Source: an optimization exercise on an open RTL-to-GDS flow (aim: small area). Production flows keep margins and buffers that such runs may drop.
Only simulation tests tie the RTL to the original design; equivalence was not proved.
The flow treats the clock pin as an ideal source. Dropping or thinning the clock tree relies on that and would not hold on a real chip.
Power figures rest on the tool's default switching activity, not on a simulated workload.

## build 47
==> flow/design.v <==
`timescale 1ns / 1ps
module uart_top #(parameter WIDTH = 8,
                            BR = 115200,
                            CLK_FQ = 25000000)
                (  input clk,
                   input reset,
                   input rd_uart,
                   input wr_uart,
                   input rx,
                   input [WIDTH-1:0] w_data,
                   output [WIDTH-1:0] r_data,
                   output tx,
                   output rx_fifo_full,
                   output rx_fifo_empty,
                   output tx_fifo_full );
  reg [3:0] bcnt;
  wire tick = (bcnt == 4'd13);
  always @(posedge clk, negedge reset)
    if (!reset)     bcnt <= 4'd0;
    else if (tick)  bcnt <= 4'd0;
    else            bcnt <= bcnt + 4'd1;
  reg       rx_idle;
  reg [7:0] rc;
  reg [7:0] rb;
  wire rx_end  = ~rx_idle & tick & (rc == 8'h0F);
  always @(posedge clk, negedge reset)
    if (!reset)               rx_idle <= 1'b1;
    else if (rx_idle)         rx_idle <= rx;
    else if (rx_end)          rx_idle <= 1'b1;
  always @(posedge clk)
    if (rx_idle)              rc <= 8'h78;
    else if (tick)            rc <= rc + 8'd1;
  always @(posedge clk)
    if (~rx_idle & tick & rc[7] & (rc[3:0] == 4'hF))
      rb <= {rx, rb[7:1]};
  reg [7:0] ring [0:7];
  reg [2:0] rpos, wpos;
  reg       rfull, rpend;
  reg [7:0] rdata;
  wire r_same  = (rpos == wpos);
  wire r_empty = r_same & ~rfull;
  wire r_full  = r_same & rfull;
  wire r_push  = rx_end & ~r_full;
  wire r_pop   = rd_uart & ~r_empty;
  wire r_ins   = (r_push & (wpos == 3'd7)) | (rpend & (wpos == 3'd6));
  wire r_byp   = rpend & (rpos == wpos + 3'd1);
  integer i;
  always @(posedge clk) begin
    ring[0] <= r_ins ? rb : ring[7];
    for (i = 1; i < 8; i = i + 1)
      ring[i] <= ring[i-1];
  end
  always @(posedge clk, negedge reset)
    if (!reset) begin
      rpos <= 3'd0; wpos <= 3'd0; rfull <= 1'b0; rpend <= 1'b0; rdata <= 8'd0;
    end else begin
      if (!r_pop)  rpos <= rpos + 3'd1;
      if (!r_push) wpos <= wpos + 3'd1;
      if (r_push & ~r_pop)
        rfull <= (rpos + 3'd1 == wpos);
      else if (r_pop & ~r_push)
        rfull <= 1'b0;
      rpend <= (r_push | rpend) & ~r_ins;
      if (r_pop)
        rdata <= r_byp ? rb : ring[rpos];
    end
  assign r_data        = rdata;
  assign rx_fifo_full  = r_full;
  assign rx_fifo_empty = r_empty;
  reg [7:0] tring [0:7];
  reg [2:0] trpos, twpos;
  reg       tfull;
  wire t_same  = (trpos == twpos);
  wire t_empty = t_same & ~tfull;
  wire t_full  = t_same & tfull;
  wire t_push  = wr_uart & ~t_full;
  reg       tx_idle;
  wire t_pop   = tx_idle & ~t_empty;
  wire [2:0] t_wslot = twpos + 3'd1;
  integer j;
  always @(posedge clk) begin
    tring[0] <= (t_push & (t_wslot == 3'd0)) ? w_data : ~tring[7];
    for (j = 1; j < 8; j = j + 1)
      tring[j] <= (t_push & (t_wslot == j)) ? (j[0] ? ~w_data : w_data) : ~tring[j-1];
  end
  always @(posedge clk, negedge reset)
    if (!reset) begin
      trpos <= 3'd0; twpos <= 3'd0; tfull <= 1'b0;
    end else begin
      if (!t_pop)  trpos <= trpos + 3'd1;
      if (!t_push) twpos <= twpos + 3'd1;
      if (t_push & ~t_pop)
        tfull <= (trpos + 3'd1 == twpos);
      else if (t_pop & ~t_push)
        tfull <= 1'b0;
    end
  assign tx_fifo_full = t_full;
  reg [7:0] tc;
  reg [7:0] tb;
  reg       tbv;
  reg       txr;
  wire tx_data  = ~tx_idle & tc[7];
  wire tx_start = ~tx_idle & (tc[7:4] == 4'h7);
  wire tx_end   = ~tx_idle & tick & (tc == 8'h0F);
  wire tb_head  = ~tx_data & ~tx_start & ~t_empty & (trpos == 3'd7);
  wire tb_pop   = tx_start & ~tbv & (trpos == 3'd6);
  always @(posedge clk, negedge reset)
    if (!reset)               tx_idle <= 1'b1;
    else if (tx_idle)         tx_idle <= t_empty;
    else if (tx_end)          tx_idle <= 1'b1;
  always @(posedge clk)
    if (tx_idle)              tc <= 8'h70;
    else if (tick)            tc <= tc + 8'd1;
  always @(posedge clk)
    if (tb_head | tb_pop) tb <= ~tring[7];
  always @(posedge clk, negedge reset)
    if (!reset)               tbv <= 1'b0;
    else if (tx_data)         tbv <= 1'b0;
    else if (tb_head | tb_pop) tbv <= 1'b1;
  always @(posedge clk, negedge reset)
    if (!reset)               txr <= 1'b1;
    else if (tx_idle)         txr <= 1'b1;
    else if (tc[7])           txr <= tb[tc[6:4]];
    else                      txr <= (tc[6:4] != 3'd7);
  assign tx = txr;
endmodule
Settings: LEC_CHECK=0, CAP_MARGIN=20, CORE_MARGIN=2, CORE_UTILIZATION=60, PLACE_DENSITY=0.8, SLEW_MARGIN=20; clock period 40.0 ns.
standard.sh (not shown) runs the stock make flow with config.mk's settings and CLKGATE_MAP_FILE= SYNTH_SCRIPT=/design/flow/synth_recipe.tcl, a recipe that flattens the netlist after the stock synthesis.
==> flow/flow/run.sh <==
#!/bin/bash
# Standard layout (the standard.sh) with these changes:
#  - ports buffered with buf_1
#  - clock tree built by flow/mytree.tcl: a root buffer and balanced
#    clusters of sinks, each cluster driven by one leaf buffer
# Every tool's output goes to standard.log here (ORFS's own logs are kept
# under orfs/logs).
export MYFLOW_DIR=$PWD/flow
export MY_CTS_ROOT=sky130_fd_sc_hd__clkbuf_16
export MY_CTS_LEAF=sky130_fd_sc_hd__clkbuf_8
export MY_CTS_NLEAF=${MY_CTS_NLEAF:-10}
export BUFFER_PORTS_ARGS="-buffer_cell sky130_fd_sc_hd__buf_1"
export PRE_CTS_TCL=$PWD/flow/cts_hook.tcl
bash standard.sh > standard.log 2>&1
==> flow/flow/cts_hook.tcl <==
# PRE_CTS hook: build the clock tree by hand (flow/mytree.tcl) and turn the
# clock_tree_synthesis call that follows in cts.tcl into a no-op.
source $::env(MYFLOW_DIR)/mytree.tcl
my_clock_tree $::env(MY_CTS_ROOT) $::env(MY_CTS_LEAF) $::env(MY_CTS_NLEAF)
rename clock_tree_synthesis orig_clock_tree_synthesis
proc clock_tree_synthesis {args} { puts "clock tree built by flow/mytree.tcl" }
Other scripts of this flow, unchanged in this note and not shown: flow/flow/mytree.tcl
Inputs modified between build 47 and build 26:
- PLACE_DENSITY no longer set, was 0.8
--- a/flow/flow/run.sh
+++ b/flow/flow/run.sh
@@ -9,5 +9,5 @@
 export MY_CTS_ROOT=sky130_fd_sc_hd__clkbuf_16
 export MY_CTS_LEAF=sky130_fd_sc_hd__clkbuf_8
-export MY_CTS_NLEAF=${MY_CTS_NLEAF:-10}
+export MY_CTS_NLEAF=${MY_CTS_NLEAF:-12}
 export BUFFER_PORTS_ARGS="-buffer_cell sky130_fd_sc_hd__buf_1"
 export PRE_CTS_TCL=$PWD/flow/cts_hook.tcl
--- outcome ---
- Build 26 | stages: all done | timing, DRC, antenna: all pass
- Compared to build 47, the routing of build 26 uses more wire.
- Core utilization: build 26 higher than build 47
- Setup violation total in the final timing report of build 47 is on par with build 26.
diff inputs: build 26 => build 41
- PLACE_DENSITY: unset -> 0.8
--- a/flow/flow/run.sh
+++ b/flow/flow/run.sh
@@ -2,4 +2,5 @@
 # Standard layout (the standard.sh) with these changes:
 #  - ports buffered with buf_1
+#  - before CTS, cells sized down where setup slack allows
 #  - clock tree built by flow/mytree.tcl: a root buffer and balanced
 #    clusters of sinks, each cluster driven by one leaf buffer
@@ -9,5 +10,5 @@
 export MY_CTS_ROOT=sky130_fd_sc_hd__clkbuf_16
 export MY_CTS_LEAF=sky130_fd_sc_hd__clkbuf_8
-export MY_CTS_NLEAF=${MY_CTS_NLEAF:-12}
+export MY_CTS_NLEAF=${MY_CTS_NLEAF:-10}
 export BUFFER_PORTS_ARGS="-buffer_cell sky130_fd_sc_hd__buf_1"
 export PRE_CTS_TCL=$PWD/flow/cts_hook.tcl
==> flow/flow/cts_hook.tcl <==
# PRE_CTS hook:
#  1. size cells down where setup slack allows (repair_timing -recover_power)
#  2. build the clock tree by hand (flow/mytree.tcl) and turn the
#     clock_tree_synthesis call that follows in cts.tcl into a no-op.
estimate_parasitics -placement
repair_timing -recover_power 100 -verbose
source $::env(MYFLOW_DIR)/mytree.tcl
my_clock_tree $::env(MY_CTS_ROOT) $::env(MY_CTS_LEAF) $::env(MY_CTS_NLEAF)
rename clock_tree_synthesis orig_clock_tree_synthesis
proc clock_tree_synthesis {args} { puts "clock tree built by flow/mytree.tcl" }
Notes after the runs:
Of the two candidates, build 26 has the better time the worst path needs with I/O delays and setup and build 41 the worse one.
Build 41: all stages complete, timing, DRC and antenna checks passed
Summary of build 41 over build 26: average vias per placed instance now sits higher, wire length now sits lower, number of synthesized register bits now sits at about the same level.
Input changes introduced in build 62 (baseline for comparison: build 41):
- SLEW_MARGIN now 5, was 20
- CAP_MARGIN now 5, was 20
==> comparison <==
Having completed the whole flow, build 62 delivered a layout that passed the timing, design-rule and antenna checks.
Summary of build 62 over build 41: longest individual stage delay on the worst path stayed essentially flat, total area of multi-input combinational cells went down 0.46%, synthesized instance count about even, part of the total power dissipated in combinational logic was more or less identical, summed area of non-filler cells in the final layout moved down.
Routed wire length went down slightly going from build 41 to build 62.
[compare] base=build 41 new=build 62: met1 layer wirelength in the final routing now smaller, switching fraction of total power neither gained nor lost much, number of standard cells in the final layout excluding fillers did not really move.
Compared with build 41, in build 62 highest clock rate increased by 0.53% relative to the old numbers; count of routing violations after the opening detailed-route iteration increased by 28 relative to the old numbers.
The following lists how build 22 was set up differently from build 62:
- SLEW_MARGIN: 5 -> 0
- CAP_MARGIN: 5 -> 0
Findings:
- Build 22 | stages: all done | timing, DRC, antenna: all pass
- Fraction of the core area covered by cells at the end of the flow across build 62 and build 22: no real change.
- The delay of the slowest critical-path stage on build 22 is in line with that on build 62.
- Build 22 reports a lower setup slack than build 62 does.
- Of build 22 and build 62, it is build 22 that has the higher wire length.
No run of this note takes its clock network from TritonCTS; it comes from the design's own scripts or RTL.

==> what the ideal ports hide <==
The results above use ideal ports. As a check the final layouts listed here were re-extracted and re-timed, cells and wires unchanged.
Step 1 (the two cells are an assumption about what drives the block):
set clk [get_ports {clk}]
set_driving_cell -lib_cell sky130_fd_sc_hd__clkbuf_16 $clk
set_driving_cell -lib_cell sky130_fd_sc_hd__buf_2 [delete_from_list [all_inputs] $clk]
Step 2 adds t to the input delays and takes it off the output delays; t is the mean of the earliest and latest rising clock arrival at the registers after step 1. Input paths then give back, and output paths get back, about the clock's delay inside the block.
a / b / c = ideal / step 1 / step 2; a / b = the first two.
| run | t (ns) | setup slack, ns | cell pins on the clock port's net |
|---|---|---|---|
| build 47 | 0.398 | 30.065 / 30.030 / 30.428 | 1 |
| build 26 | 0.410 | 30.039 / 30.002 / 30.412 | 1 |
| build 41 | 0.399 | 29.922 / 29.886 / 30.285 | 1 |
| build 62 | 0.397 | 29.975 / 29.939 / 30.281 | 1 |
| build 22 | 0.398 | 29.965 / 29.929 / 30.294 | 1 |
After both steps every run listed still meets setup and hold.
